From an optimization exercise on the open Yosys and OpenROAD flow, aimed at small area, a short achievable clock period and few clock cycles; shortcuts taken in it are not production practice. The RTL was checked by simulation tests, not by an equivalence proof against the original design.

## flow/design.v (module list and top-level ports; edited modules follow where they fit)
// module fadd_comb: 66 lines
// module FP_Multiplier: 43 lines
// module mul24_dadda: 976 lines
// module FP_DivCheck: 22 lines
// module FPU: 77 lines
module FPU
	#(
		parameter PRECISION = 32
	) (
		input [PRECISION-1:0] A,
		input [PRECISION-1:0] B,
		input Clk,
		input Reset,
		input [1:0] Operation,
		output [PRECISION-1:0] Result,
		output Done
	);
  // ...
==> flow/flow/run.sh <==
#!/bin/bash
# Standard ORFS layout (the standard.sh, unchanged synthesis), with
# repair_timing asked to leave a larger setup margin than the default so the
# resizer works on the critical paths although the 40 ns clock is met.
set -euo pipefail
cd "$(dirname "$0")/.."
bash standard.sh SETUP_SLACK_MARGIN=30 finish > standard_flow.log 2>&1
==> flow/standard.sh <==
#!/bin/bash
# synth_recipe.tcl (not shown) runs the flow's synth.tcl, then flattens the netlist and writes it again
# the make line also repeats each setting of config.mk as NAME=value (left out here)
make -C /OpenROAD-flow-scripts/flow DESIGN_CONFIG=/design/flow/config.mk WORK_HOME=/design/flow/orfs CLKGATE_MAP_FILE= SYNTH_SCRIPT=/design/flow/synth_recipe.tcl "${@:-finish}"
==> flow/config.mk <==
export PLATFORM = sky130hd
export DESIGN_NAME = FPU
export DESIGN_NICKNAME = FPU
export VERILOG_FILES = /design/flow/design.v
export SDC_FILE = /design/flow/constraint.sdc
export NUM_CORES = 4
export LEC_CHECK = 0
export ABC_AREA = 1
export CAP_MARGIN = 20
export CORE_MARGIN = 2
export CORE_UTILIZATION = 40
export SLEW_MARGIN = 20
==> flow/constraint.sdc <==
create_clock -name core_clock -period 40.0 [get_ports {Clk}]
set_input_delay 8.0000 -clock core_clock [delete_from_list [all_inputs] [get_ports {Clk}]]
set_output_delay 8.0000 -clock core_clock [all_outputs]
set_load 0.01 [all_outputs]
==> flow_summary_export.csv, run 1 <==
group,metric,value,unit
critical_path,cpLargestDelayFamily,"flip-flops",
clock_tree,numCtsBuffers,17,
worst_hold_path,hold_path_class,"flop to flop",
clock_tree,cts_sinks,141,
die,die_w,304,µm
clock_tree,cts.clk_slew.worst_paths,70,ps
critical_path,regToRegStartpoint,"sT$_DFF_P_",
timing,min_period,9800,ps
cells_and_area,clkbuf_count,18,
critical_path,cp-end-kind,"output pin",
die,row_count,109,
critical_path,startpoint,"X[10]$_DFFE_PP_",
placed_design,place_ws,27970,ps
synth,synth_cell_types,66,
synth,synth.avg_cell_area,6.59,µm²
placed_design,dpl_cell_area,37900,µm²
timing,finalWorstSetupSlack,30200,ps
cells_and_area,syn2layout_area_growth,10.4,%
status,status,"no timing/DRC/antenna violations",
placed_design,placed_cells,6510,
timing,rsz0062_at_grt,"no",
cells_and_area,seq_share,10.5,%
synth,yosys_warnings,2,
cells_and_area,seq_area,4160,µm²
grt,grt.total_usage,35.0,%
detailed_routing,wl_met2,73.7,mm
synth,synth_xor_area_share,9.42,%
worst_hold_path,holdPathEnd,"negY$_DFF_P_",
detailed_routing,wl_met3,15.9,mm
cells_and_area,multi_input_area_share,70.4,%
Testbench counts, summed over its fixed seeds: cycles 81,175.
==> inputs of run 2 (changes only) <==
--- a/flow/config.mk
+++ b/flow/config.mk
@@ -5,7 +5,6 @@
 export SDC_FILE = /design/flow/constraint.sdc
 export NUM_CORES = 4
 export LEC_CHECK = 0
-export ABC_AREA = 1
 export CAP_MARGIN = 20
 export CORE_MARGIN = 2
 export CORE_UTILIZATION = 40
==> run 2 against run 1 <==
Synthesized area increased by 3.1%. Maximum frequency decreased by 2.4%. Global-route usage down 0.79 points.
==> flow_summary_export.csv, run 2 <==
group,metric,value,unit
status,status,"no timing/DRC/antenna violations",
critical_path,path_class,"flop to output pin",
critical_path,crit_chain,"clkdlybuf4s50_1",
critical_path,slowest_delay,900,ps
synth,synth_edf_count,133,
grt,grt_overflow,0,
flow_run,cap_viol_max_count,0,
synth,synth.most_common_cell,"inv_1",
synth,synth_cells,4693,
synth,synthArstFlopShare,0,%
cells_and_area,final_layout_size_suffix_gt1_share,9.79,%
placed_design,dpl_cell_area,39300,µm²
timing,rsz0062_at_grt,"no",
timing,finalHoldViolCount,0,
synth,yosys_warnings,2,
synth,yosys.area.top_type_share,13.9,%
clock_tree,cts_sinks,141,
grt,grt_max_degree,84,
timing,finalWorstSetupSlack,29950,ps
synth,synth.avg_cell_area,7.88,µm²
timing,fmax,99.5,MHz
die,die_height,308,µm
critical_path,critPathSlowestCell,"edfxtp_1",
critical_path,startpoint_type,"flop",
grt,grt_pass1_wl,243,mm
timing,setup_viol,0,
detailed_routing,drtAntennaViolNets,0,
timing,relSlewSlack,26.7,%
synth,synthTopCellsByCount,"inv_1, nand2_1, xnor2_1",
cells_and_area,final_cell_mix,"inv_1, nand2_1, xnor2_1",
clock_tree,worst_skew_pair.late_latency,460,ps
critical_path,worstPathRequired,32000,ps
worst_hold_path,hold_path_class,"flop to flop",
grt,grt_pass1_vias,36100,
clock_tree,h-tree-depth,4,
die,die_w,308,µm
timing,worst-slew-pin-transition,1100,ps
detailed_routing,routed_wl,168,mm
clock_tree,cts.clk_slew.worst_paths,80,ps
cells_and_area,nNetsFinal,5214,
critical_path,cp-end-kind,"output pin",
grt,grt.total_usage,34.2,%
detailed_routing,drt-initial-drc-count,5993,
detailed_routing,drcViolationCount,0,
detailed_routing,vias_per_cell,6.68,
placed_design,place_ws,28550,ps
timing,slew_violations,0,
synth,synthesis.nets,5250,
synth,synth_seq_cells,141,
detailed_routing,drtPass1Iterations,6,
synth,synth_cell_types,118,
cells_and_area,nFillCells,9282,
timing,min_period,10050,ps
synth,ys_seq_area_share,11.2,%
detailed_routing,post_drt_wl_per_cell,28.7,µm
cells_and_area,multiInputGateArea,30700,µm²
placed_design,gp_congestion,1.06,
clock_tree,cts-root-buf,"clkbuf_16",
cells_and_area,final_common_cell,"inv_1",
synth,synth_top_cell_by_area,"fa_1",
synth,synth_area_leaders,"fa_1, edfxtp_1, ha_1",
cells_and_area,syn2layout_area_growth,10.6,%
die,dieArea,94900,µm²
timing,setup_tns,0,ps
placed_design,io_buffers,100,
critical_path,cpLargestDelayFamily,"flip-flops",
critical_path,arrival,2050,ps
timing,min_period_over_period,25.1,%
clock_tree,numCtsBuffers,17,
placed_design,dpl.hpwl,127,mm
synth,synth_ff_type,"edfxtp_1",
die,start_util,40.4,%
detailed_routing,num_vias,39200,
timing,finClkSkew,21.4,ps
clock_tree,clockBufferDepth,2,
cells_and_area,seq_area,4160,µm²
die,row_count,111,
critical_path,crit_fanout,7,
die,core,91700,µm²
synth,synth_area,37000,µm²
cells_and_area,design_area,40900,µm²
die,io_pins,101,
grt,antenna_found_initial,5,
critical_path,path_buf_inv,1,
clock_tree,postCtsHoldBufs,0,
clock_tree,cts_tree,"done",
-- run 2: through the flow --
stage	hold slack, ps	std cells	utilization (%)
floorplan	326	4693	-
global placement	591	5790	42.8
detailed placement	597	5790	42.8
CTS	610	5825	43.8
global route	603	5855	44.6
finish	587	5858	44.6
-- run 2: timing repair --
item,4_1_cts,5_1_grt
buffers inserted,2,28
pin swaps,3,16
cloned,2,2
setup endpoints to repair,66,67
resized for setup,62,121
hold endpoints to repair,0,0
-- run 2: worst register-to-register path, delay by kind of cell, from the launching register on --
| kind | cells | cell delay (ps) |
|---|---|---|
| AO/OA/AOI/OAI | 11 | 2830 |
| adder cells (fa/ha/maj) | 6 | 2790 |
| buffers and inverters | 5 | 1330 |
| flip-flops | 1 | 420 |
| multiplexers | 3 | 670 |
| AND/OR/NAND/NOR | 6 | 1590 |
-- run 2: kinds of logic (layout without fill, tap and decap cells) --
kind of cell               count (synthesis)  count (layout)  share of synthesized area (%)
buffers and inverters                    756             731                           7.95
adders and majority gates                490             490                           21.8
AOI/OAI and AO/OA                       1477            1478                           27.3
DFF                                      141             141                           11.2
other                                      0               3                              0
muxes                                    186             186                           5.72
and+or+nand+nor                         1229            1229                           16.2
xor gates and xnor gates                 414             414                           9.85
-- run 2: metal layers --
metal	part of all wire, %	up-vias	global-route usage, %
met5	0.022	-	0
met4	4.7	6	12.5
met2	41	2811	50.2
li1	-	16900	-
met3	14	496	9.04
met1	40	18900	47.9
-- run 2: worst paths after layout --
kind	slack (ps)	end	start	depth (start not counted)
hold / removal	590	negY$_DFF_P_	sT$_DFF_P_	1
setup reg to reg	30320	sF$_DFF_P_	sX$_DFF_P_	31
setup / recovery	29950	Result[2]	X[2]$_DFFE_PP_	1
hold reg to reg	590	negY$_DFF_P_	sT$_DFF_P_	1
-- run 2: layout make-up --
| cell class | instances | share of cell area [%] |
|---|---|---|
| multi-input cells | 3797 | 74.9 |
| flip-flops and latches | 141 | 10.2 |
| repair buffers | 255 | 5.73 |
| inverters | 444 | 4.15 |
| well taps | 1186 | 3.63 |
| clock buffers | 17 | 1.04 |
| clock inverters | 14 | 0.364 |
| diodes | 3 | 0.0183 |
| repair inverters | 1 | 0.0122 |
==> inputs of run 3 (changes only) <==
--- a/flow/flow/run.sh
+++ b/flow/flow/run.sh
@@ -4,4 +4,4 @@
 # resizer works on the critical paths although the 40 ns clock is met.
 set -euo pipefail
 cd "$(dirname "$0")/.."
-bash standard.sh SETUP_SLACK_MARGIN=30 finish > standard_flow.log 2>&1
+bash standard.sh SETUP_SLACK_MARGIN=30.8 finish > standard_flow.log 2>&1
--- a/flow/config.mk
+++ b/flow/config.mk
@@ -5,6 +5,7 @@
 export SDC_FILE = /design/flow/constraint.sdc
 export NUM_CORES = 4
 export LEC_CHECK = 0
+export ABC_AREA = 1
 export CAP_MARGIN = 20
 export CORE_MARGIN = 2
 export CORE_UTILIZATION = 40
==> run 3 against run 2 <==
Critical endpoint is now Result[27]. Clock-buffer cell count is the same. Sequential cell count unchanged. Critical path type unchanged. Global-route usage up 0.45 points. Still clean on timing, DRC and antenna. Largest cell class unchanged. Wire length shrank 0.21%. Final cell count up 14%.
==> flow_summary_export.csv, run 3 <==
group,metric,value,unit
grt,grt_max_degree,80,
die,start_util,40.5,%
clock_tree,cts_tree,"done",
timing,fmax,109,MHz
clock_tree,cts.clk_slew.worst_paths,70,ps
synth,synth_cells,5446,
synth,synth_edf_count,133,
detailed_routing,drtPass1Iterations,9,
cells_and_area,syn2layout_area_growth,14.2,%
synth,synth_area,35900,µm²
grt,grt_pass1_vias,37400,
die,row_count,109,
worst_hold_path,worstHoldPathCells,0,
worst_hold_path,holdPathEnd,"negY$_DFF_P_",
synth,synthTopCellsByCount,"nand2_1, inv_1, o21ai_0",
detailed_routing,routed_wl,168,mm
synth,synth_seq_cells,141,
detailed_routing,topRoutingLayerUsed,"met5",
detailed_routing,drcViolationCount,0,
clock_tree,postCtsHoldBufs,0,
flow_run,cap_viol_max_count,0,
synth,ys_seq_area_share,11.6,%
synth,synth.most_common_cell,"nand2_1",
worst_hold_path,hold_path_class,"flop to flop",
critical_path,worstRegToRegCells,45,
placed_design,dpl.hpwl,125,mm
grt,grt_pass1_wl,240,mm
placed_design,io_buffers,100,
grt,grt_overflow,0,
detailed_routing,wl_met3,18.3,mm
timing,rsz0062_at_grt,"yes",
critical_path,path_buf_inv,1,
die,die_w,304,µm
critical_path,crit_fanout,5,
detailed_routing,wl_met2,72.3,mm
synth,yosys_warnings,2,
clock_tree,worst_skew_pair.late_latency,440,ps
worst_hold_path,hold_start,"sT$_DFF_P_",
grt,grt.total_usage,34.6,%
die,core,88600,µm²
synth,synthesis.nets,6003,
timing,finClkSkew,15.7,ps
cells_and_area,diodes,0,
synth,synth_area_leaders,"fa_1, nand2_1, edfxtp_1",
detailed_routing,drtAntennaViolNets,0,
critical_path,cp-end-kind,"output pin",
clock_tree,numCtsBuffers,17,
critical_path,startpoint_type,"flop",
cells_and_area,design_area,41000,µm²
synth,synthArstFlopShare,0,%
timing,slew_violations,0,
critical_path,crit_chain,"buf_2",
cells_and_area,postLayoutCoreUtil,46.2,%
critical_path,r2r_slack,31150,ps
placed_design,placed_cells,6511,
cells_and_area,final_cell_mix,"nand2_1, inv_1, xor2_1",
synth,synth_cell_types,66,
cells_and_area,final_common_cell,"nand2_1",
synth,synth_top_cell_by_area,"fa_1",
critical_path,arrival,1210,ps
detailed_routing,num_vias,40700,
die,die_height,304,µm
placed_design,dpl_cell_area,37900,µm²
detailed_routing,drt-initial-drc-count,5376,
synth,synth.avg_cell_area,6.59,µm²
detailed_routing,drt-met1-wl,64.0,mm
timing,relSlewSlack,28.8,%
grt,antenna_found_initial,1,
critical_path,slowest_delay,560,ps
detailed_routing,vias_per_cell,6.07,
placed_design,gp_congestion,1.02,
timing,finalHoldViolCount,0,
clock_tree,cts_sinks,141,
critical_path,critPathSlowestCell,"edfxtp_1",
critical_path,path_class,"flop to output pin",
die,dieArea,92100,µm²
critical_path,regToRegStartpoint,"sT$_DFF_P_",
timing,min_period,9210,ps
timing,min_period_over_period,23.0,%
die,io_pins,101,
critical_path,worstPathRequired,32000,ps
timing,worst-slew-pin-transition,1060,ps
clock_tree,h-tree-depth,4,
detailed_routing,post_drt_wl_per_cell,25.0,µm
timing,setup_tns,0,ps
critical_path,r2r-end,"sF$_DFF_P_",
synth,yosys.area.top_type_share,14.3,%
cells_and_area,final_layout_size_suffix_gt1_share,10.2,%
synth,synth_ff_type,"edfxtp_1",
clock_tree,cts-root-buf,"clkbuf_16",
clock_tree,clockBufferDepth,2,
timing,setup_viol,0,
status,status,"no timing/DRC/antenna violations",
critical_path,cpLargestDelayFamily,"flip-flops",
cells_and_area,final_cells,6707,
cells_and_area,nNetsFinal,6086,
## run 3: cell types whose count changed after synthesis, moves of 231 or more
cell     previous run  this run
nand3_1            86       324
nand2_1           392      1172
xnor2_1           299        27
xor2_1            114       359
a22oi_1           266        35
inv_1             433       784
o22ai_1            32       274
## run 3: kinds of logic after synthesis
family	Yosys count	synth area share [%]
AO/OA/AOI/OAI	1227	19.8
XOR/XNOR	386	9.42
adder cells (fa/ha/maj)	490	22.4
buffers and inverters	1111	11.9
flip-flops	141	11.6
multiplexers	18	0.502
AND/OR/NAND/NOR	2073	24.4
## run 3: repair_timing
item / in CTS / in global routing
setup buffers: 55 / 79
pin swaps: 3 / 12
setup endpoints to repair: 132 / 82
endpoints found under the hold margin: 0 / 0
cloned: 13 / 16
gates resized for setup: 226 / 223
## run 3: worst max path at each step
stage / from / end / slack [ps] / cells after the start
global route: rOp[1]$_DFFE_PP_ / Y[26]$_DFFE_PP_ / 30700 / 55
detailed placement: rOp[1]$_DFFE_PP_ / X[11]$_DFFE_PP_ / 28860 / 52
floorplan: Reset / Y[0]$_DFFE_PP_ / 30820 / 4
finish: X[27]$_DFFE_PP_ / Result[27] / 30790 / 1
CTS: X[27]$_DFFE_PP_ / Result[27] / 30790 / 1
global placement: rOp[1]$_DFFE_PP_ / X[11]$_DFFE_PP_ / 28970 / 50
## run 3: through the flow
step | setup slack [ps] | hold WS (ps)
after floorplan | 30820 | 326
after global placement | 28970 | 512
after detailed placement | 28860 | 508
after CTS | 30790 | 463
after global routing | 30700 | 470
final | 30790 | 472
## run 3: routing by layer
metal  up-vias  global-route usage (%)
li1      18200                       -
met2      2699                    53.7
met5         -                       0
met4         2                    21.5
met1     19100                    44.7
met3       655                    6.21
## run 3: area by class of cell
cell class	count	area [µm²]
Clock buffer	17	425
Clock inverter	15	168
Fill cell	9290	47700
Inverter	830	3310
Multi-Input combinational cell	4198	28400
Sequential cell	141	4170
Tap cell	1165	1460
Timing Repair Buffer	323	2990
Timing Repair inverter	18	121
==> inputs of run 4 (changes only) <==
--- a/flow/config.mk
+++ b/flow/config.mk
@@ -9,4 +9,5 @@
 export CAP_MARGIN = 20
 export CORE_MARGIN = 2
 export CORE_UTILIZATION = 40
+export PLACE_DENSITY = 0.72
 export SLEW_MARGIN = 20
==> run 4 against run 3 <==
Worst setup slack worse by 28 ps. Wire length is 0.39% higher. Global-route usage grew 0.18 points. Sequential cell count stayed put. Sequential share of layout area is essentially flat.
==> flow_summary_export.csv, run 4 <==
group,metric,value,unit
status,status,"no timing/DRC/antenna violations",
placed_design,place_ws,28700,ps
clock_tree,worst_skew_pair.late_latency,450,ps
die,die_height,304,µm
grt,grt_pass1_wl,240,mm
synth,ys_seq_area_share,11.6,%
flow_run,cap_viol_max_count,0,
die,dieArea,92100,µm²
timing,worst-slew-pin-transition,1110,ps
die,io_pins,101,
synth,synthesis.nets,6003,
synth,synthArstFlopShare,0,%
clock_tree,clockBufferDepth,2,
critical_path,cp-end-kind,"flop",
synth,synth_xor_area_share,9.42,%
grt,grt_overflow,0,
synth,synth_cell_types,66,
cells_and_area,design_area,41100,µm²
critical_path,crit_chain,"buf_8 -> nor2_2 -> buf_4 -> a22oi_1 -> o21ai_1",
detailed_routing,vias_per_cell,6.14,
synth,synth_cells,5446,
synth,synth_seq_cells,141,
detailed_routing,drcViolationCount,0,
die,die_w,304,µm
clock_tree,numCtsBuffers,17,
critical_path,r2r_slack,31200,ps
synth,yosys.area.top_type_share,14.3,%
timing,min_period,9240,ps
clock_tree,cts-root-buf,"clkbuf_16",
grt,grtUsageMet3,9.15,%
cells_and_area,nFillCells,9218,
placed_design,dpl.hpwl,124,mm
cells_and_area,final_cells,6738,
critical_path,critPathSlowestCell,"a22oi_1",
detailed_routing,post_drt_wl_per_cell,25.0,µm
timing,rsz0062_at_grt,"yes",
detailed_routing,num_vias,41400,
detailed_routing,drt-initial-drc-count,6076,
placed_design,io_buffers,100,
detailed_routing,drtPass1Iterations,9,
grt,busiest_layer,"met2",
synth,yosys.area_share.simple,24.4,%
synth,synth_ff_type,"edfxtp_1",
clock_tree,postCtsHoldBufs,0,
cells_and_area,final_common_cell,"nand2_1",
cells_and_area,final_cell_mix,"nand2_1, inv_1, xor2_1",
cells_and_area,syn2layout_area_growth,14.5,%
critical_path,startpoint_type,"input pin",
grt,antenna_found_initial,3,
timing,relSlewSlack,26.1,%
synth,synth_compound_area_share,19.8,%
detailed_routing,drtAntennaViolNets,0,
placed_design,placed_cells,6511,
synth,synth.avg_cell_area,6.59,µm²
critical_path,worstPathRequired,40160,ps
critical_path,crit_fanout,51,
synth,synth.most_common_cell,"nand2_1",
synth,synthTopCellsByCount,"nand2_1, inv_1, o21ai_0",
worst_hold_path,hold_path_class,"flop to flop",
grt,grt.total_usage,34.8,%
cells_and_area,nNetsFinal,6113,
detailed_routing,routed_wl,168,mm
grt,grt_use_met2,52.6,%
timing,setup_tns,0,ps
clock_tree,cts_tree,"done",
cells_and_area,final_layout_size_suffix_gt1_share,10.5,%
placed_design,gp_congestion,1.04,
clock_tree,cts.clk_slew.worst_paths,60,ps
timing,fmax,108,MHz
synth,synth_edf_count,133,
timing,setup_viol,0,
grt,grt_pass1_vias,37700,
timing,slew_violations,0,
timing,finClkSkew,12.8,ps
critical_path,path_class,"input pin to flop",
critical_path,arrival,9400,ps
clock_tree,cts_sinks,141,
synth,synth.mux.area_fraction,0.502,%
synth,synth_top_cell_by_area,"fa_1",
grt,met1_usage,44.8,%
timing,min_period_over_period,23.1,%
synth,synth_fa_ha_area_share,22.4,%
timing,finalWorstSetupSlack,30760,ps
die,row_count,109,
synth,synth_area,35900,µm²
critical_path,slowest_delay,520,ps
timing,finalHoldViolCount,0,
die,start_util,40.5,%
synth,yosys_warnings,2,
clock_tree,h-tree-depth,4,
grt,grt_max_degree,80,
die,core,88600,µm²
synth,synth_area_leaders,"fa_1, nand2_1, edfxtp_1",
placed_design,dpl_cell_area,37900,µm²
synth,synth_top_family_by_area,"simple AND/OR/NAND/NOR gates",
==> run 4: logic make-up (layout without fill, tap and decap cells) <==
logic type,Yosys count,count (layout)
flip-flops,141,141
AO/OA/AOI/OAI,1227,1227
buffers and inverters,1111,1232
other,0,4
adder cells (fa/ha/maj),490,490
XOR/XNOR,386,386
AND/OR/NAND/NOR,2073,2075
multiplexers,18,18
==> run 4: worst paths after layout <==
check	startpoint	cells after the start	endpoint
max	Reset	5	Y[21]$_DFFE_PP_
min	sT$_DFF_P_	0	negY$_DFF_P_
max reg2reg	rOp[1]$_DFFE_PP_	46	X[30]$_DFFE_PP_
min reg2reg	sT$_DFF_P_	0	negY$_DFF_P_
==> run 4: layout make-up <==
class                           count  area, µm²  area share (%)
Tap cell                         1165       1460            3.55
Clock buffer                       21        450            1.10
Timing Repair Buffer              348       3090            7.51
Timing Repair inverter             22        148           0.359
Clock inverter                     11        144           0.350
Sequential cell                   141       4160            10.1
Inverter                          830       3290            8.01
Multi-Input combinational cell   4196      28300            69.0
Antenna cell                        4       10.0          0.0244
==> run 4: metal layers <==
metal,up-vias,wire length (µm)
li1,18300,-
met1,19300,63000
met2,3093,70900
met3,719,21700
met4,0,12700
met5,-,0
==> run 4: metrics by stage <==
step	hold slack (ps)	utilization, %
after floorplan	326	-
after global placement	507	42.7
after detailed placement	501	42.7
after CTS	451	44.8
after global routing	465	46.3
final	452	46.4
==> run 4: worst max-delay path, delay by kind of cell <==
family / cells / cell delay (ps)
compound gates: 2 / 690
buf+inv: 2 / 620
simple gates: 1 / 50
==> run 4: timing repair <==
item / in CTS / in global routing
endpoints found under the hold margin: 0 / 0
setup buffers: 87 / 73
cloned: 20 / 11
resized for setup: 256 / 199
pin swaps: 7 / 19
endpoints found under the setup margin: 132 / 92
==> module fadd_comb, before the edit <==
module fadd_comb (
	input  [31:0] inA,
	input  [31:0] inB,
	input         op,
	output reg [31:0] out
);
	wire       sA = inA[31];
	wire [7:0] eA = inA[30:23];
	wire [23:0] mA = {1'b1, inA[22:0]};
	wire       sB = inB[31] ^ op;
	wire [7:0] eB = inB[30:23];
	wire [23:0] mB = {1'b1, inB[22:0]};
	wire Aisbig = inA[30:0] > inB[30:0];
	wire diffSign = sA ^ sB;
	wire [7:0] dAB = eA - eB;
	wire [7:0] dBA = eB - eA;
	wire [23:0] mBal = mB >> dAB[4:0];
	wire [23:0] mAal = mA >> dBA[4:0];
	wire sBig = Aisbig ? sA : sB;
	wire [7:0] eBig = Aisbig ? eA : eB;
	wire [23:0] mBig = Aisbig ? mA : mB;
	wire [23:0] mAl = Aisbig ? mBal : mAal;
	wire [7:0] d = Aisbig ? dAB : dBA;
	wire [24:0] sum = {1'b0, mBig} + {1'b0, mAl};
	wire [23:0] dif = mBig - mAl;
	reg [4:0] lz;
	integer i;
	always @(*) begin
		lz = 5'd24;
		for (i = 0; i < 24; i = i + 1)
			if (dif[i]) lz = 5'd23 - i[4:0];
	end
	wire [23:0] difN = dif << lz;
	always @(*) begin
		if ((eA == 8'hff && inA[22]) || (eB == 8'hff && inB[22]))
			out = 32'h7fffffff;
		else if (eA == 8'hff && inA[22:0] == 23'd0) begin
			if (eB == 8'hff && inB[22:0] == 23'd0 && diffSign)
				out = 32'h7fffffff;
			else
				out = {sA, 8'hff, 23'd0};
		end
		else if (eB == 8'hff)
			out = {sB, 8'hff, 23'd0};
		else if (eA == 8'd0 && inA[22:0] == 23'd0)
			out = {sB, eB, inB[22:0]};
		else if (eB == 8'd0 && inB[22:0] == 23'd0)
			out = {sA, eA, inA[22:0]};
		else if (d > 8'd23)
			out = {sBig, eBig, mBig[22:0]};
		else if (diffSign) begin
			if (dif == 24'd0 || eBig < {3'd0, lz})
				out = {sBig, 8'd0, 23'd0};
			else
				out = {sBig, eBig - {3'd0, lz}, difN[22:0]};
		end
		else begin
			if (eBig == 8'hfe)
				out = {sBig, 8'hff, 23'd0};
			else if (sum[24])
				out = {sBig, eBig + 8'd1, sum[23:1]};
			else
				out = {sBig, eBig, sum[22:0]};
		end
	end
endmodule
==> module FP_Multiplier, before the edit <==
module FP_Multiplier (
	input  [31:0] A,
	input  [31:0] B,
	input  [7:0]  expAdj,
	output [31:0] Result
);
	wire s1 = A[31];
	wire s2 = B[31];
	wire [8:0] e1 = {1'b0, A[30:23]};
	wire [8:0] e2 = {1'b0, B[30:23]};
	wire [47:0] P;
	mul24_dadda mm (.a({1'b1, A[22:0]}), .b({1'b1, B[22:0]}), .p(P));
	wire hi = P[47];
	wire A_zero = (A == 32'h00000000);
	wire B_zero = (B == 32'h00000000);
	wire A_inf = (A[30:0] == 31'h7f800000);
	wire B_inf = (B[30:0] == 31'h7f800000);
	wire A_nan = (A == 32'h7fffffff);
	wire B_nan = (B == 32'h7fffffff);
	wire [8:0] sum0 = e1 + e2;
	wire [8:0] sum1 = e1 + e2 + 9'd1;
	wire ov0 = sum0 > 9'd381;
	wire ov1 = sum1 > 9'd381;
	wire un0 = sum0 < 9'd127;
	wire un1 = sum1 < 9'd127;
	wire [7:0] x0 = sum0[7:0] - 8'd127 + expAdj;
	wire [7:0] x1 = sum1[7:0] - 8'd127 + expAdj;
	wire [7:0] xInf = 8'hff + expAdj;
	wire [7:0] xZero = expAdj;
	wire nanRes = ((A_zero & B_inf) | (B_zero & A_inf)) |
	              (~(A_inf | B_inf) & ~(A_zero | B_zero) & (A_nan | B_nan));
	wire infRes = ~nanRes & (A_inf | B_inf);
	wire zeroRes = ~nanRes & ~infRes & (A_zero | B_zero);
	wire special = nanRes | infRes | zeroRes;
	wire sSpecial = infRes ? (s1 ^ s2) : 1'b0;
	wire [7:0] eSpecial = nanRes ? 8'hff + expAdj : infRes ? xInf : xZero;
	wire [22:0] mSpecial = nanRes ? 23'h7fffff : 23'd0;
	wire ov = hi ? ov1 : ov0;
	wire un = hi ? un1 : un0;
	wire [7:0] eNorm = un ? xZero : ov ? xInf : (hi ? x1 : x0);
	wire [22:0] mNorm = (un | ov) ? 23'd0 : (hi ? P[46:24] : P[45:23]);
	assign Result = special ? {sSpecial, eSpecial, mSpecial} : {s1 ^ s2, eNorm, mNorm};
endmodule
==> module FPU, before the edit <==
module FPU
	#(
		parameter PRECISION = 32
	) (
		input [PRECISION-1:0] A,
		input [PRECISION-1:0] B,
		input Clk,
		input Reset,
		input [1:0] Operation,
		output [PRECISION-1:0] Result,
		output Done
	);
	localparam [31:0] C32 = 32'b0_01111111_11100001111000011110001;
	localparam [31:0] C48 = 32'b0_10000000_01101001011010010110101;
	localparam [31:0] TWO = 32'h40000000;
	reg [31:0] rA, rB;
	reg [1:0] rOp;
	reg [31:0] X, Y;
	reg [2:0] iter;
	reg D;
	reg sStart, sA0, sT, sS, sX, sF;
	reg negY;
	wire [31:0] Nq = {rA[31], 8'd126, rA[22:0]};
	wire [31:0] Dq = {rB[31], 8'd126, rB[22:0]};
	wire divSpecial;
	wire [31:0] divSpecialResult;
	wire [8:0] expDiff;
	FP_DivCheck chk (.A(rA), .B(rB), .special(divSpecial), .specialResult(divSpecialResult), .expDiff(expDiff));
	wire isDiv = rOp[1] & rOp[0];
	wire [31:0] mulA = sStart ? (rOp[0] ? C32 : rA) : sT ? X : sX ? {Y[31] ^ negY, Y[30:0]} : Nq;
	wire [31:0] mulB = (sStart | sT) ? {rB[31], ((sStart & ~rOp[0]) ? rB[30:23] : 8'd126), rB[22:0]} : X;
	wire [7:0] mulAdj = sF ? expDiff[7:0] - 8'd254 : 8'd0;
	wire [31:0] mulR;
	FP_Multiplier mul (.A(mulA), .B(mulB), .expAdj(mulAdj), .Result(mulR));
	wire addDiv = rOp[1];
	wire [31:0] addA = addDiv ? (sA0 ? C48 : TWO) : rA;
	wire [31:0] addB = Y;
	wire addOp = addDiv | rOp[0];
	wire [31:0] addR;
	fadd_comb add (.inA(addA), .inB(addB), .op(addOp), .out(addR));
	wire converged = (mulR[31:1] == 31'h1fc00000);
	wire stop = (mulR == X) | (iter == 3'd6);
	wire bigT = (mulR[30:23] >= 8'd152) & (mulR[30:23] != 8'hff);
	always @(posedge Clk) begin
		if (Reset) begin
			rA <= A;
			rB <= B;
			rOp <= Operation;
		end
		sStart <= Reset;
		sA0 <= ~Reset & sStart & isDiv & ~divSpecial;
		sT <= ~Reset & (sA0 | (sX & ~stop));
		sS <= ~Reset & sT & ~converged & ~bigT;
		sX <= ~Reset & (sS | (sT & ~converged & bigT));
		negY <= sT;
		sF <= ~Reset & ((sT & converged) | (sX & stop));
		D <= ~Reset & (D | (sStart & ~(isDiv & ~divSpecial)) | sF);
		if (sStart)
			X <= ~rOp[1] ? addR : ~rOp[0] ? mulR : divSpecialResult;
		if (sA0)
			X <= addR;
		if (sX | sF)
			X <= mulR;
		if (sStart | sT)
			Y <= mulR;
		if (sS)
			Y <= addR;
		if (Reset)
			Y <= B;
		if (sA0)
			iter <= 3'd1;
		if (sX)
			iter <= iter + 3'd1;
	end
	assign Result = X;
	assign Done = D;
endmodule
==> inputs of run 5 (changes only) <==
--- a/flow/design.v
+++ b/flow/design.v
@@ -10,17 +10,18 @@
 	wire       sB = inB[31] ^ op;
 	wire [7:0] eB = inB[30:23];
 	wire [23:0] mB = {1'b1, inB[22:0]};
-	wire Aisbig = inA[30:0] > inB[30:0];
+	wire eGt = eA > eB;
+	wire eEq = eA == eB;
+	wire Aisbig = eGt | (eEq & (mA > mB));
 	wire diffSign = sA ^ sB;
 	wire [7:0] dAB = eA - eB;
 	wire [7:0] dBA = eB - eA;
-	wire [23:0] mBal = mB >> dAB[4:0];
-	wire [23:0] mAal = mA >> dBA[4:0];
 	wire sBig = Aisbig ? sA : sB;
 	wire [7:0] eBig = Aisbig ? eA : eB;
 	wire [23:0] mBig = Aisbig ? mA : mB;
-	wire [23:0] mAl = Aisbig ? mBal : mAal;
+	wire [23:0] mSmall = Aisbig ? mB : mA;
 	wire [7:0] d = Aisbig ? dAB : dBA;
+	wire [23:0] mAl = mSmall >> d[4:0];
 	wire [24:0] sum = {1'b0, mBig} + {1'b0, mAl};
 	wire [23:0] dif = mBig - mAl;
 	reg [4:0] lz;
@@ -84,14 +85,13 @@
 	wire A_nan = (A == 32'h7fffffff);
 	wire B_nan = (B == 32'h7fffffff);
 	wire [8:0] sum0 = e1 + e2;
-	wire [8:0] sum1 = e1 + e2 + 9'd1;
 	wire ov0 = sum0 > 9'd381;
-	wire ov1 = sum1 > 9'd381;
+	wire ov1 = sum0 > 9'd380;           
 	wire un0 = sum0 < 9'd127;
-	wire un1 = sum1 < 9'd127;
-	wire [7:0] x0 = sum0[7:0] - 8'd127 + expAdj;
-	wire [7:0] x1 = sum1[7:0] - 8'd127 + expAdj;
-	wire [7:0] xInf = 8'hff + expAdj;
+	wire un1 = sum0 < 9'd126;           
+	wire [7:0] x0 = sum0[7:0] + 8'd129 + expAdj;    
+	wire [7:0] x1 = x0 + 8'd1;
+	wire [7:0] xInf = expAdj - 8'd1;    
 	wire [7:0] xZero = expAdj;
 	wire nanRes = ((A_zero & B_inf) | (B_zero & A_inf)) |
 	              (~(A_inf | B_inf) & ~(A_zero | B_zero) & (A_nan | B_nan));
@@ -1136,7 +1136,7 @@
 	wire isDiv = rOp[1] & rOp[0];
 	wire [31:0] mulA = sStart ? (rOp[0] ? C32 : rA) : sT ? X : sX ? {Y[31] ^ negY, Y[30:0]} : Nq;
 	wire [31:0] mulB = (sStart | sT) ? {rB[31], ((sStart & ~rOp[0]) ? rB[30:23] : 8'd126), rB[22:0]} : X;
-	wire [7:0] mulAdj = sF ? expDiff[7:0] - 8'd254 : 8'd0;
+	wire [7:0] mulAdj = sF ? rA[30:23] - rB[30:23] : 8'd0;    
 	wire [31:0] mulR;
 	FP_Multiplier mul (.A(mulA), .B(mulB), .expAdj(mulAdj), .Result(mulR));
 	wire addDiv = rOp[1];
--- a/flow/config.mk
+++ b/flow/config.mk
@@ -8,6 +8,6 @@
 export ABC_AREA = 1
 export CAP_MARGIN = 20
 export CORE_MARGIN = 2
-export CORE_UTILIZATION = 40
-export PLACE_DENSITY = 0.72
+export CORE_UTILIZATION = 55
+export PLACE_DENSITY = 0.7
 export SLEW_MARGIN = 20
==> run 5 against run 4 <==
Global-route usage increased by 9.6 points. Clock-buffer cell count decreased by 4. Critical endpoint is now Result[2]. Die area decreased by 30%. First-iteration DRC count increased by 4.8%. Largest cell class unchanged. Clock skew increased by 3.6 ps.
==> flow_summary_export.csv, run 5 <==
group,metric,value,unit
synth,synth_area,34500,µm²
detailed_routing,post_drt_wl_per_cell,24.7,µm
cells_and_area,final_cell_mix,"nand2_1, inv_1, xor2_1",
cells_and_area,final_common_cell,"nand2_1",
timing,slew_violations,0,
critical_path,crit_chain,"buf_2",
clock_tree,worst_skew_pair.late_latency,450,ps
critical_path,path_buf_inv,1,
die,dieArea,64800,µm²
critical_path,startpoint_type,"flop",
detailed_routing,num_vias,39800,
grt,grt_pass1_wl,217,mm
flow_run,cap_viol_max_count,0,
synth,synth.most_common_cell,"nand2_1",
clock_tree,postCtsHoldBufs,0,
placed_design,dpl.hpwl,111,mm
die,core,61900,µm²
cells_and_area,seq_area,4160,µm²
grt,grt_overflow,0,
critical_path,arrival,1270,ps
clock_tree,cts-root-buf,"clkbuf_16",
grt,antenna_found_initial,0,
die,die_height,255,µm
synth,synthesis.nets,5719,
synth,synthArstFlopShare,0,%
critical_path,crit_fanout,3,
critical_path,path_class,"flop to output pin",
synth,ys_seq_area_share,12.0,%
synth,yosys_warnings,2,
timing,min_period_over_period,23.2,%
synth,synth_top_cell_by_area,"fa_1",
detailed_routing,routed_wl,152,mm
synth,synth_ff_type,"edfxtp_1",
placed_design,io_buffers,100,
synth,synth_cells,5169,
timing,finClkSkew,16.4,ps
critical_path,cpLargestDelayFamily,"flip-flops",
synth,synth_edf_count,133,
cells_and_area,design_area,40500,µm²
die,start_util,55.8,%
timing,setup_tns,0,ps
detailed_routing,drtAntennaViolNets,0,
clock_tree,numCtsBuffers,17,
synth,synth_area_leaders,"fa_1, nand2_1, edfxtp_1",
critical_path,worstRegToRegCells,48,
critical_path,cp-end-kind,"output pin",
grt,grt_pass1_vias,36200,
worst_hold_path,hold_path_class,"flop to flop",
synth,synthTopCellsByCount,"nand2_1, inv_1, xor2_1",
timing,finalHoldViolCount,0,
timing,worst-slew-pin-transition,1120,ps
detailed_routing,drcViolationCount,0,
grt,grt.total_usage,44.4,%
cells_and_area,syn2layout_area_growth,17.2,%
timing,relSlewSlack,25.1,%
synth,synth_seq_cells,141,
synth,synth.avg_cell_area,6.68,µm²
cells_and_area,nFillCells,5713,
placed_design,gp_congestion,1.07,
cells_and_area,nNetsFinal,5868,
critical_path,critPathSlowestCell,"edfxtp_1",
clock_tree,cts_sinks,141,
grt,grt_max_degree,116,
die,io_pins,101,
timing,min_period,9270,ps
timing,fmax,108,MHz
timing,rsz0062_at_grt,"yes",
detailed_routing,drt-initial-drc-count,6367,
timing,setup_viol,0,
clock_tree,cts.clk_slew.worst_paths,70,ps
critical_path,slowest_delay,600,ps
cells_and_area,final_layout_size_suffix_gt1_share,12.8,%
clock_tree,cts_tree,"done",
critical_path,cp_num_cells,1,
die,row_count,91,
clock_tree,h-tree-depth,4,
placed_design,dpl_cell_area,36100,µm²
detailed_routing,vias_per_cell,6.44,
detailed_routing,drtPass1Iterations,8,
synth,yosys.area.top_type_share,14.8,%
clock_tree,clockBufferDepth,2,
worst_hold_path,worstHoldPathCells,2,
status,status,"no timing/DRC/antenna violations",
critical_path,worstPathRequired,32000,ps
synth,synth_cell_types,68,
die,die_w,255,µm
cells_and_area,multiInputGateArea,27700,µm²
==> run 5: area by class of cell <==
class                   instances  area share, %
multi-input cells            3957           68.5
flip-flops and latches        141           10.3
repair buffers                379           8.97
inverters                     811           7.97
well taps                     837           2.59
clock buffers                  17           1.05
clock inverters                15          0.383
repair inverters               11          0.195
diodes                          1        0.00618
==> run 5: repair_timing <==
action,CTS,global route
cloned,8,25
gates resized for setup,228,371
pin swaps,10,67
setup buffers,48,136
endpoints found under the setup margin,132,109
==> run 5: metrics by stage <==
step | cells | hold WS [ps] | util, % | setup WS, ps
after global placement | 5917 | 498 | 58.3 | 28330
after detailed placement | 5917 | 505 | 58.3 | 28010
after CTS | 6005 | 487 | 60.6 | 30800
after global routing | 6168 | 597 | 65.3 | 30560
after floorplan | 5169 | 326 | - | 30860
final | 6169 | 531 | 65.3 | 30730
==> run 5: worst reg2reg max path: cells and delay by family (launching register included) <==
kind,cells,cell delay [ps]
and+or+nand+nor,25,3110
DFF,1,420
xor gates and xnor gates,1,200
AOI/OAI and AO/OA,5,1100
buffers and inverters,11,1560
adders and majority gates,6,2480
==> run 5: logic make-up after synthesis <==
| kind of cell | Yosys count | share of synthesized area [%] |
|---|---|---|
| muxes | 3 | 0.0870 |
| AOI/OAI and AO/OA | 1059 | 17.9 |
| DFF | 141 | 12.0 |
| and+or+nand+nor | 2018 | 25.0 |
| buffers and inverters | 1076 | 12.0 |
| adders and majority gates | 483 | 23.1 |
| xor gates and xnor gates | 389 | 9.87 |
==> run 5: final timing paths <==
kind	endpoint	from	slack, ps
hold / removal	D$_DFF_P_	D$_DFF_P_	530
setup / recovery	Result[2]	X[2]$_DFFE_PP_	30730
setup reg to reg	sS$_DFF_P_	sT$_DFF_P_	31010
hold reg to reg	D$_DFF_P_	D$_DFF_P_	530
==> run 5: layer usage <==
layer | wire length [µm] | vias to the layer above | GRT usage [%]
met3 | 22600 | 802 | 13.9
li1 | - | 17400 | -
met5 | 126 | - | 0
met1 | 54100 | 18300 | 55.9
met2 | 63400 | 3197 | 66.0
met4 | 12000 | 2 | 28.1
Testbench counts of run 5, summed over its fixed seeds: cycles 81,175.
==> inputs of run 6 (changes only) <==
==> flow/config.mk (replaced) <==
export PLATFORM = sky130hd
export DESIGN_NAME = FPU
export DESIGN_NICKNAME = FPU
export VERILOG_FILES = /design/flow/design.v
export SDC_FILE = /design/flow/constraint.sdc
export NUM_CORES = 4
export LEC_CHECK = 0
export ABC_AREA = 1
export CAP_MARGIN = 5
export CORE_MARGIN = 2
export CORE_UTILIZATION = 40
export SLEW_MARGIN = 5
==> run 6 against run 5 <==
Still clean on timing, DRC and antenna. Synthesized area stayed put. Worst hold slack better by 27 ps. Maximum frequency is 0.27% higher. Global-route usage is 11 points lower. First-iteration DRC count is 24% lower. Sequential share of layout area is 0.072 points lower. Core utilization is 18 points lower. Worst setup slack better by 25 ps. Non-clock buffer count is 12 higher. Critical path type unchanged.
==> flow_summary_export.csv, run 6 <==
group,metric,value,unit
critical_path,crit_chain,"buf_4 -> buf_2",
synth,synth.avg_cell_area,6.68,µm²
grt,grt_pass1_wl,228,mm
synth,synthArstFlopShare,0,%
timing,relSlewSlack,20.9,%
critical_path,critPathSlowestCell,"edfxtp_1",
die,start_util,40.4,%
flow_run,cap_viol_max_count,0,
synth,synthTopCellsByCount,"nand2_1, inv_1, xor2_1",
critical_path,cp-end-kind,"output pin",
cells_and_area,postLayoutCoreUtil,47.7,%
detailed_routing,vias_per_cell,5.99,
timing,finClkSkew,16.9,ps
synth,synth_cells,5169,
detailed_routing,drcViolationCount,0,
critical_path,worstPathRequired,32000,ps
synth,synthesis.nets,5719,
timing,setup_tns,0,ps
timing,min_period,9250,ps
placed_design,dpl_cell_area,36500,µm²
timing,min_period_over_period,23.1,%
timing,rsz0062_at_grt,"yes",
detailed_routing,post_drt_wl_per_cell,24.0,µm
synth,synth_ff_type,"edfxtp_1",
placed_design,dpl.hpwl,117,mm
critical_path,slowest_delay,450,ps
timing,holdWs,558,ps
timing,worst-slew-pin-transition,1170,ps
synth,yosys.area.top_type_share,14.8,%
critical_path,crit_fanout,2,
die,dieArea,88700,µm²
grt,grtUsageMet3,8.25,%
grt,grt_overflow,0,
clock_tree,clockBufferDepth,2,
cells_and_area,nNetsFinal,5882,
timing,setup_viol,0,
critical_path,path_buf_inv,2,
cells_and_area,syn2layout_area_growth,18.0,%
status,status,"no timing/DRC/antenna violations",
synth,synth_area,34500,µm²
placed_design,placed_cells,6234,
cells_and_area,final_layout_size_suffix_gt1_share,14.0,%
cells_and_area,final_cell_mix,"nand2_1, inv_1, xor2_1",
timing,finalHoldViolCount,0,
grt,grt_max_degree,83,
clock_tree,h-tree-depth,4,
critical_path,startpoint_type,"flop",
grt,grt_pass1_vias,36500,
die,io_pins,101,
clock_tree,cts_sinks,141,
synth,synth_edf_count,133,
detailed_routing,drtAntennaViolNets,0,
grt,grt_use_met2,50.9,%
grt,grt.total_usage,33.6,%
synth,synth_seq_cells,141,
synth,synth_cell_types,68,
placed_design,gp_congestion,0.988,
die,core,85400,µm²
clock_tree,cts.clk_slew.worst_paths,70,ps
clock_tree,postCtsHoldBufs,0,
die,die_height,298,µm
detailed_routing,drtPass1Iterations,9,
synth,yosys_warnings,2,
grt,met1_usage,45.8,%
cells_and_area,design_area,40700,µm²
cells_and_area,nFillCells,8940,
timing,slew_violations,0,
cells_and_area,final_cells,6490,
clock_tree,numCtsBuffers,17,
critical_path,cpLargestDelayFamily,"flip-flops",
clock_tree,cts_tree,"done",
cells_and_area,final_common_cell,"nand2_1",
clock_tree,worst_skew_pair.late_latency,460,ps
grt,busiest_layer,"met2",
detailed_routing,num_vias,38800,
synth,ys_seq_area_share,12.0,%
grt,antenna_found_initial,1,
synth,synth_top_cell_by_area,"fa_1",
synth,synth.most_common_cell,"nand2_1",
die,row_count,107,
critical_path,arrival,1250,ps
placed_design,io_buffers,100,
worst_hold_path,hold_path_class,"flop to flop",
synth,synth_area_leaders,"fa_1, nand2_1, edfxtp_1",
timing,fmax,108,MHz
detailed_routing,drt-initial-drc-count,4854,
die,die_w,298,µm
detailed_routing,routed_wl,156,mm
critical_path,path_class,"flop to output pin",
clock_tree,cts-root-buf,"clkbuf_16",
==> run 6: path summary, 6_finish.rpt <==
kind,slack (ps),end,depth (start not counted),from
worst min register to register,560,negY$_DFF_P_,1,sT$_DFF_P_
worst max-delay path,30750,Result[9],2,X[9]$_DFFE_PP_
worst min-delay path,560,negY$_DFF_P_,1,sT$_DFF_P_
worst max register to register,31090,sF$_DFF_P_,46,sStart$_DFF_P_
==> run 6: routing by layer <==
layer	wire, µm	part of all wire, %	vias to the layer above
met1	63400	41	18500
met2	66700	43	2517
met3	18500	12	401
met4	7280	4.7	0
met5	0	0	-
li1	-	-	17400
==> run 6: cell families (layout without fill, tap and decap cells) <==
logic type / count (synthesis) / after routing / share of synthesized area (%)
muxes: 3 / 3 / 0.0870
and+or+nand+nor: 2018 / 2027 / 25.0
AOI/OAI and AO/OA: 1059 / 1059 / 17.9
DFF: 141 / 141 / 12.0
other: 0 / 1 / 0
xor gates and xnor gates: 389 / 389 / 9.87
adders and majority gates: 483 / 483 / 23.1
buffers and inverters: 1076 / 1243 / 12.0
==> run 6: final cells by class <==
type	count	area, µm²	share of cell area (%)
multi-input combinational	3961	27800	68.2
sequential	141	4160	10.2
timing repair buffer	391	3520	8.64
inverter	811	3190	7.83
tap	1144	1430	3.51
clock buffer	17	425	1.04
clock inverter	15	149	0.366
timing repair inverter	9	60.1	0.147
antenna	1	2.50	0.00614
==> run 6: what timing repair did <==
action,in CTS,in global routing
gates resized for setup,258,387
cloned,14,13
hold endpoints to repair,0,0
pin swaps,13,93
setup endpoints to repair,100,80
setup buffers,68,128
==> run 6: through the flow <==
step	setup slack [ps]
floorplan	30860
global placement	27970
detailed placement	27720
CTS	30780
global route	30660
finish	30750
==> inputs of run 7 (changes only) <==
==> flow/config.mk (replaced) <==
export PLATFORM = sky130hd
export DESIGN_NAME = FPU
export DESIGN_NICKNAME = FPU
export VERILOG_FILES = /design/flow/design.v
export SDC_FILE = /design/flow/constraint.sdc
export NUM_CORES = 4
export LEC_CHECK = 0
export CAP_MARGIN = 20
export CORE_MARGIN = 2
export CORE_UTILIZATION = 40
export SLEW_MARGIN = 20
==> run 7 against run 6 <==
Worst hold slack got worse by 13 ps. Maximum frequency fell by 2.6%. Clock skew grew 5.2 ps. Final cell count decreased by 7.5%. Core utilization grew 3.6 points. Still clean. Non-clock buffer count grew 173. Worst setup slack worse by 240 ps.
==> flow_summary_export.csv, run 7 <==
group,metric,value,unit
status,status,"no timing/DRC/antenna violations",
critical_path,critPathSlowestCell,"dfxtp_1",
detailed_routing,drtAntennaViolNets,0,
die,die_w,303,µm
worst_hold_path,hold_path_class,"flop to flop",
die,row_count,109,
synth,synthesis.nets,5070,
clock_tree,numCtsBuffers,17,
timing,rsz0062_at_grt,"yes",
timing,slew_violations,0,
detailed_routing,drt-initial-drc-count,6159,
cells_and_area,nFillCells,8280,
cells_and_area,final_cells,6001,
die,io_pins,101,
timing,finClkSkew,22.1,ps
synth,synth_cells,4520,
cells_and_area,syn2layout_area_growth,26.9,%
clock_tree,cts_sinks,141,
cells_and_area,final_common_cell,"inv_1",
synth,synth_ff_type,"edfxtp_1",
synth,synth.most_common_cell,"inv_1",
clock_tree,cts_tree,"done",
detailed_routing,vias_per_cell,6.67,
detailed_routing,routed_wl,173,mm
grt,antenna_found_initial,7,
grt,grt_overflow,0,
critical_path,worstPathRequired,40230,ps
placed_design,gp_congestion,1.03,
timing,finalHoldViolCount,0,
timing,worst-slew-pin-transition,1310,ps
synth,synth_top_cell_by_area,"fa_1",
die,dieArea,91800,µm²
placed_design,io_buffers,100,
placed_design,placed_cells,5602,
synth,synth_cell_types,120,
timing,min_period_over_period,23.7,%
synth,synth.avg_cell_area,7.91,µm²
placed_design,place_ws,27980,ps
synth,synth_area,35700,µm²
grt,grt_max_degree,54,
clock_tree,clockBufferDepth,2,
timing,setup_viol,0,
cells_and_area,final_cell_mix,"inv_1, buf_4, nand2_1",
synth,synth_edf_count,133,
grt,grt_pass1_wl,244,mm
die,die_height,303,µm
critical_path,path_class,"flop to flop",
timing,finalWorstSetupSlack,30510,ps
clock_tree,cts-root-buf,"clkbuf_16",
critical_path,cp-end-kind,"flop",
synth,ys_seq_area_share,11.6,%
synth,synthArstFlopShare,0,%
detailed_routing,drtPass1Iterations,22,
clock_tree,postCtsHoldBufs,0,
detailed_routing,drcViolationCount,0,
synth,yosys_warnings,2,
placed_design,dpl.hpwl,122,mm
synth,yosys.area.top_type_share,14.3,%
clock_tree,cts.clk_slew.worst_paths,70,ps
die,core,88500,µm²
die,start_util,40.4,%
critical_path,crit_fanout,8,
cells_and_area,final_layout_size_suffix_gt1_share,23.1,%
timing,setup_tns,0,ps
timing,relSlewSlack,12.2,%
detailed_routing,num_vias,40000,
critical_path,r2r_slack,30510,ps
synth,synthTopCellsByCount,"inv_1, nand2_1, nor2_1",
cells_and_area,nNetsFinal,5366,
clock_tree,worst_skew_pair.late_latency,470,ps
grt,grt.total_usage,35.7,%
critical_path,arrival,9720,ps
grt,grt_pass1_vias,36200,
critical_path,startpoint_type,"flop",
critical_path,slowest_delay,640,ps
detailed_routing,post_drt_wl_per_cell,28.9,µm
synth,synth_area_leaders,"fa_1, edfxtp_1, ha_1",
timing,fmax,105,MHz
synth,synth_seq_cells,141,
clock_tree,h-tree-depth,4,
timing,min_period,9490,ps
flow_run,cap_viol_max_count,0,
-- run 7: cell types whose count changed after synthesis, sizes merged, moves of 49 or more --
cell | before | now
a211oi | 6 | 55
a21o | 8 | 67
a22oi | 34 | 271
inv | 806 | 453
mux2i | 3 | 162
nand2 | 1095 | 325
nand3 | 353 | 88
o21ai | 336 | 286
o22ai | 272 | 33
xnor2 | 25 | 293
xor2 | 364 | 107
-- run 7: layout make-up --
cell class	count	area, µm²	area share (%)
Clock inverter	14	184	0.405
Sequential cell	141	4160	9.17
Timing Repair Buffer	564	5360	11.8
Antenna cell	7	17.5	0.0386
Tap cell	1165	1460	3.21
Multi-Input combinational cell	3635	31900	70.4
Clock buffer	18	429	0.946
Timing Repair inverter	1	16.3	0.0358
Inverter	456	1810	3.99
-- run 7: logic make-up after synthesis --
| family | after synthesis | synth area share (%) |
|---|---|---|
| AO/OA/AOI/OAI | 1368 | 25.7 |
| buffers and inverters | 750 | 8.23 |
| multiplexers | 207 | 6.00 |
| adder cells (fa/ha/maj) | 484 | 22.3 |
| AND/OR/NAND/NOR | 1169 | 16.2 |
| flip-flops | 141 | 11.6 |
| XOR/XNOR | 401 | 9.91 |
-- run 7: metrics by stage --
stage / util, % / cell area [µm²] / hold slack, ps
6_report: 51.3 / 45400 / 545
3_3_place_gp: 43.1 / 38200 / 524
4_1_cts: 47.7 / 42200 / 535
2_1_floorplan: - / 36100 / 448
3_5_place_dp: 43.1 / 38200 / 507
5_1_grt: 51.2 / 45400 / 581
-- run 7: repair_timing --
action	4_1_cts	5_1_grt
gates cloned	16	10
setup buffers	184	150
endpoints found under the setup margin	138	75
resized for setup	517	392
pin swaps	91	182
-- run 7: critical path, delay by kind of cell, from the launching register on --
kind                     cells  cell delay, ps
AO/OA/AOI/OAI               19            3790
multiplexers                 3             680
adder cells (fa/ha/maj)      4             970
flip-flops                   1             640
XOR/XNOR                     1              70
AND/OR/NAND/NOR             12            2180
buffers and inverters        8             890
-- run 7: layer usage --
layer  track usage (%)  wire length [µm]  vias to the layer above
li1                  -                 -                    16900
met1              48.2             66300                    19200
met2              51.7             70500                     3183
met3              11.4             24600                      732
met4              16.8             11600                        6
met5                 0               270                        -
-- run 7: worst paths after layout --
kind                    start        endpoint  depth (start not counted)
hold reg to reg     D$_DFF_P_       D$_DFF_P_                          2
hold / removal      D$_DFF_P_       D$_DFF_P_                          2
setup reg to reg  sA0$_DFF_P_  Y[9]$_DFFE_PP_                         47
setup / recovery  sA0$_DFF_P_  Y[9]$_DFFE_PP_                         47
==> inputs of run 8 (changes only) <==
--- a/flow/config.mk
+++ b/flow/config.mk
@@ -5,6 +5,7 @@
 export SDC_FILE = /design/flow/constraint.sdc
 export NUM_CORES = 4
 export LEC_CHECK = 0
+export ABC_AREA = 1
 export CAP_MARGIN = 20
 export CORE_MARGIN = 2
 export CORE_UTILIZATION = 40
==> run 8 against run 7 <==
Via count shrank 3.0%. Critical path type is now flop to output pin. Die area decreased by 3.3%. Highest routed layer is now met4. Largest cell class unchanged. Maximum frequency up 2.6%.
==> flow_summary_export.csv, run 8 <==
group,metric,value,unit
status,status,"no timing/DRC/antenna violations",
critical_path,worstPathRequired,32000,ps
detailed_routing,vias_per_cell,5.99,
die,die_w,298,µm
grt,antenna_found_initial,1,
placed_design,io_buffers,100,
die,die_height,298,µm
worst_hold_path,hold_path_class,"flop to flop",
grt,grt_overflow,0,
cells_and_area,final_common_cell,"nand2_1",
timing,min_period,9250,ps
placed_design,dpl.hpwl,117,mm
synth,synth_edf_count,133,
cells_and_area,syn2layout_area_growth,18.0,%
die,start_util,40.4,%
die,core,85400,µm²
critical_path,arrival,1250,ps
timing,min_period_over_period,23.1,%
flow_run,cap_viol_max_count,0,
critical_path,regToRegStartpoint,"sStart$_DFF_P_",
timing,worst-slew-pin-transition,1170,ps
synth,synthArstFlopShare,0,%
synth,synth.most_common_cell,"nand2_1",
die,dieArea,88700,µm²
critical_path,path_class,"flop to output pin",
critical_path,critPathSlowestCell,"edfxtp_1",
critical_path,worstRegToRegCells,46,
clock_tree,numCtsBuffers,17,
cells_and_area,final_cell_mix,"nand2_1, inv_1, xor2_1",
clock_tree,cts-root-buf,"clkbuf_16",
critical_path,cp-end-kind,"output pin",
placed_design,gp_congestion,0.988,
synth,synthesis.nets,5719,
synth,synth_cells,5169,
cells_and_area,nNetsFinal,5882,
timing,slew_violations,0,
critical_path,r2r-end,"sF$_DFF_P_",
critical_path,slowest_delay,450,ps
clock_tree,postCtsHoldBufs,0,
detailed_routing,routed_wl,156,mm
synth,synth.avg_cell_area,6.68,µm²
synth,synth_ff_type,"edfxtp_1",
critical_path,crit_chain,"buf_4 -> buf_2",
clock_tree,h-tree-depth,4,
synth,yosys.area.top_type_share,14.8,%
detailed_routing,drcViolationCount,0,
synth,synth_area_leaders,"fa_1, nand2_1, edfxtp_1",
synth,synth_top_cell_by_area,"fa_1",
critical_path,startpoint_type,"flop",
timing,relSlewSlack,20.9,%
die,row_count,107,
cells_and_area,final_layout_size_suffix_gt1_share,14.0,%
synth,synth_area,34500,µm²
critical_path,r2r_slack,31090,ps
detailed_routing,drt-initial-drc-count,4854,
clock_tree,cts_sinks,141,
clock_tree,cts_tree,"done",
clock_tree,clockBufferDepth,2,
timing,setup_viol,0,
synth,synth_cell_types,68,
timing,finClkSkew,16.9,ps
clock_tree,cts.clk_slew.worst_paths,70,ps
clock_tree,worst_skew_pair.late_latency,460,ps
grt,grt_pass1_wl,228,mm
detailed_routing,drtPass1Iterations,9,
synth,synth_seq_cells,141,
timing,finalHoldViolCount,0,
cells_and_area,postLayoutCoreUtil,47.7,%
critical_path,crit_fanout,2,
timing,rsz0062_at_grt,"yes",
detailed_routing,num_vias,38800,
grt,grt_max_degree,83,
grt,grt_pass1_vias,36500,
synth,synthTopCellsByCount,"nand2_1, inv_1, xor2_1",
critical_path,critPathCapture,"Result[9]",
synth,ys_seq_area_share,12.0,%
synth,yosys_warnings,2,
detailed_routing,drtAntennaViolNets,0,
die,io_pins,101,
detailed_routing,post_drt_wl_per_cell,24.0,µm
grt,grt.total_usage,33.6,%
critical_path,startpoint,"X[9]$_DFFE_PP_",
timing,setup_tns,0,ps
timing,fmax,108,MHz
run 8: how the worst min path moves through the flow:
stage | start | to | slack [ps] | cells after the start
finish | sT$_DFF_P_ | negY$_DFF_P_ | 560 | 1
global route | sT$_DFF_P_ | negY$_DFF_P_ | 560 | 1
global placement | sT$_DFF_P_ | negY$_DFF_P_ | 510 | 0
CTS | sT$_DFF_P_ | negY$_DFF_P_ | 450 | 0
floorplan | sT$_DFF_P_ | negY$_DFF_P_ | 330 | 0
detailed placement | sT$_DFF_P_ | negY$_DFF_P_ | 520 | 0
run 8: critical path, delay by kind of cell, from the launching register on:
kind	cells	cell delay (ps)
buffers and inverters	2	340
flip-flops	1	450
run 8: final cells by class:
type	count	area, µm²
Multi-Input combinational cell	3961	27800
Sequential cell	141	4160
Clock buffer	17	425
Timing Repair inverter	9	60.1
Fill cell	8940	44700
Tap cell	1144	1430
Inverter	811	3190
Antenna cell	1	2.50
Clock inverter	15	149
Timing Repair Buffer	391	3520
run 8: what timing repair did:
| item | 4_1_cts | 5_1_grt |
|---|---|---|
| cloned | 14 | 13 |
| setup endpoints to repair | 100 | 80 |
| resized for setup | 258 | 387 |
| pin swaps | 13 | 93 |
| setup buffers | 68 | 128 |
run 8: logic make-up (layout without fill, tap and decap cells):
family          Yosys count  after routing  synth area share (%)
fa+ha+maj               483            483                  23.1
xor+xnor                389            389                  9.87
other cells               0              1                     0
compound gates         1059           1059                  17.9
flops                   141            141                  12.0
mux                       3              3                0.0870
buf+inv                1076           1243                  12.0
simple gates           2018           2027                  25.0
run 8: through the flow:
stage | cell area [µm²] | cells | hold slack [ps] | setup slack [ps]
after floorplan | 34500 | 5169 | 326 | 30860
after global placement | 36500 | 6234 | 513 | 27970
after detailed placement | 36500 | 6234 | 523 | 27720
after CTS | 38200 | 6348 | 453 | 30780
after global routing | 40700 | 6489 | 556 | 30660
final | 40700 | 6490 | 558 | 30750
run 8: per-layer routing:
metal  global-route usage [%]  share of wire [%]  routed length [µm]
met1                     45.8                 41               63400
met2                     50.9                 43               66700
met3                     8.25                 12               18500
met4                     13.3                4.7                7280
met5                        0                  0                   0

-- static timing again, ports no longer ideal --
In the flow no input, the clock included, has a driving cell. The finished layouts below were timed again as built, in two steps. Step 1: set_driving_cell puts a clkbuf_16 on Clk and a buf_2 on each other input, an assumption about the parent block. Step 2 adds t to the input delays and takes it off the output delays; t is the mean of the earliest and latest rising clock arrival at the registers after step 1. Input paths then give back, and output paths get back, about the clock's delay inside the block. Three values: ideal ports, drivers, drivers and shift; two values: the first two.
run	t, ns	setup WS [ns]	cell pins on the clock port's net
run 1	0.493	30.196 / 30.144 / 29.830	1
run 2	0.508	29.952 / 29.897 / 29.643	1
run 3	0.486	30.792 / 30.742 / 30.384	1
run 4	0.490	30.765 / 30.750 / 30.272	1
run 5	0.491	30.729 / 30.680 / 30.399	1
run 6	0.512	30.754 / 30.697 / 30.342	1
run 7	0.504	30.511 / 30.511 / 30.261	1
run 8	0.512	30.754 / 30.697 / 30.342	1
After both steps setup and hold are still met in every run listed. For run 4, which loses most, drivers alone change the setup slack by -0.015 ns; drivers and shift together by -0.493 ns.
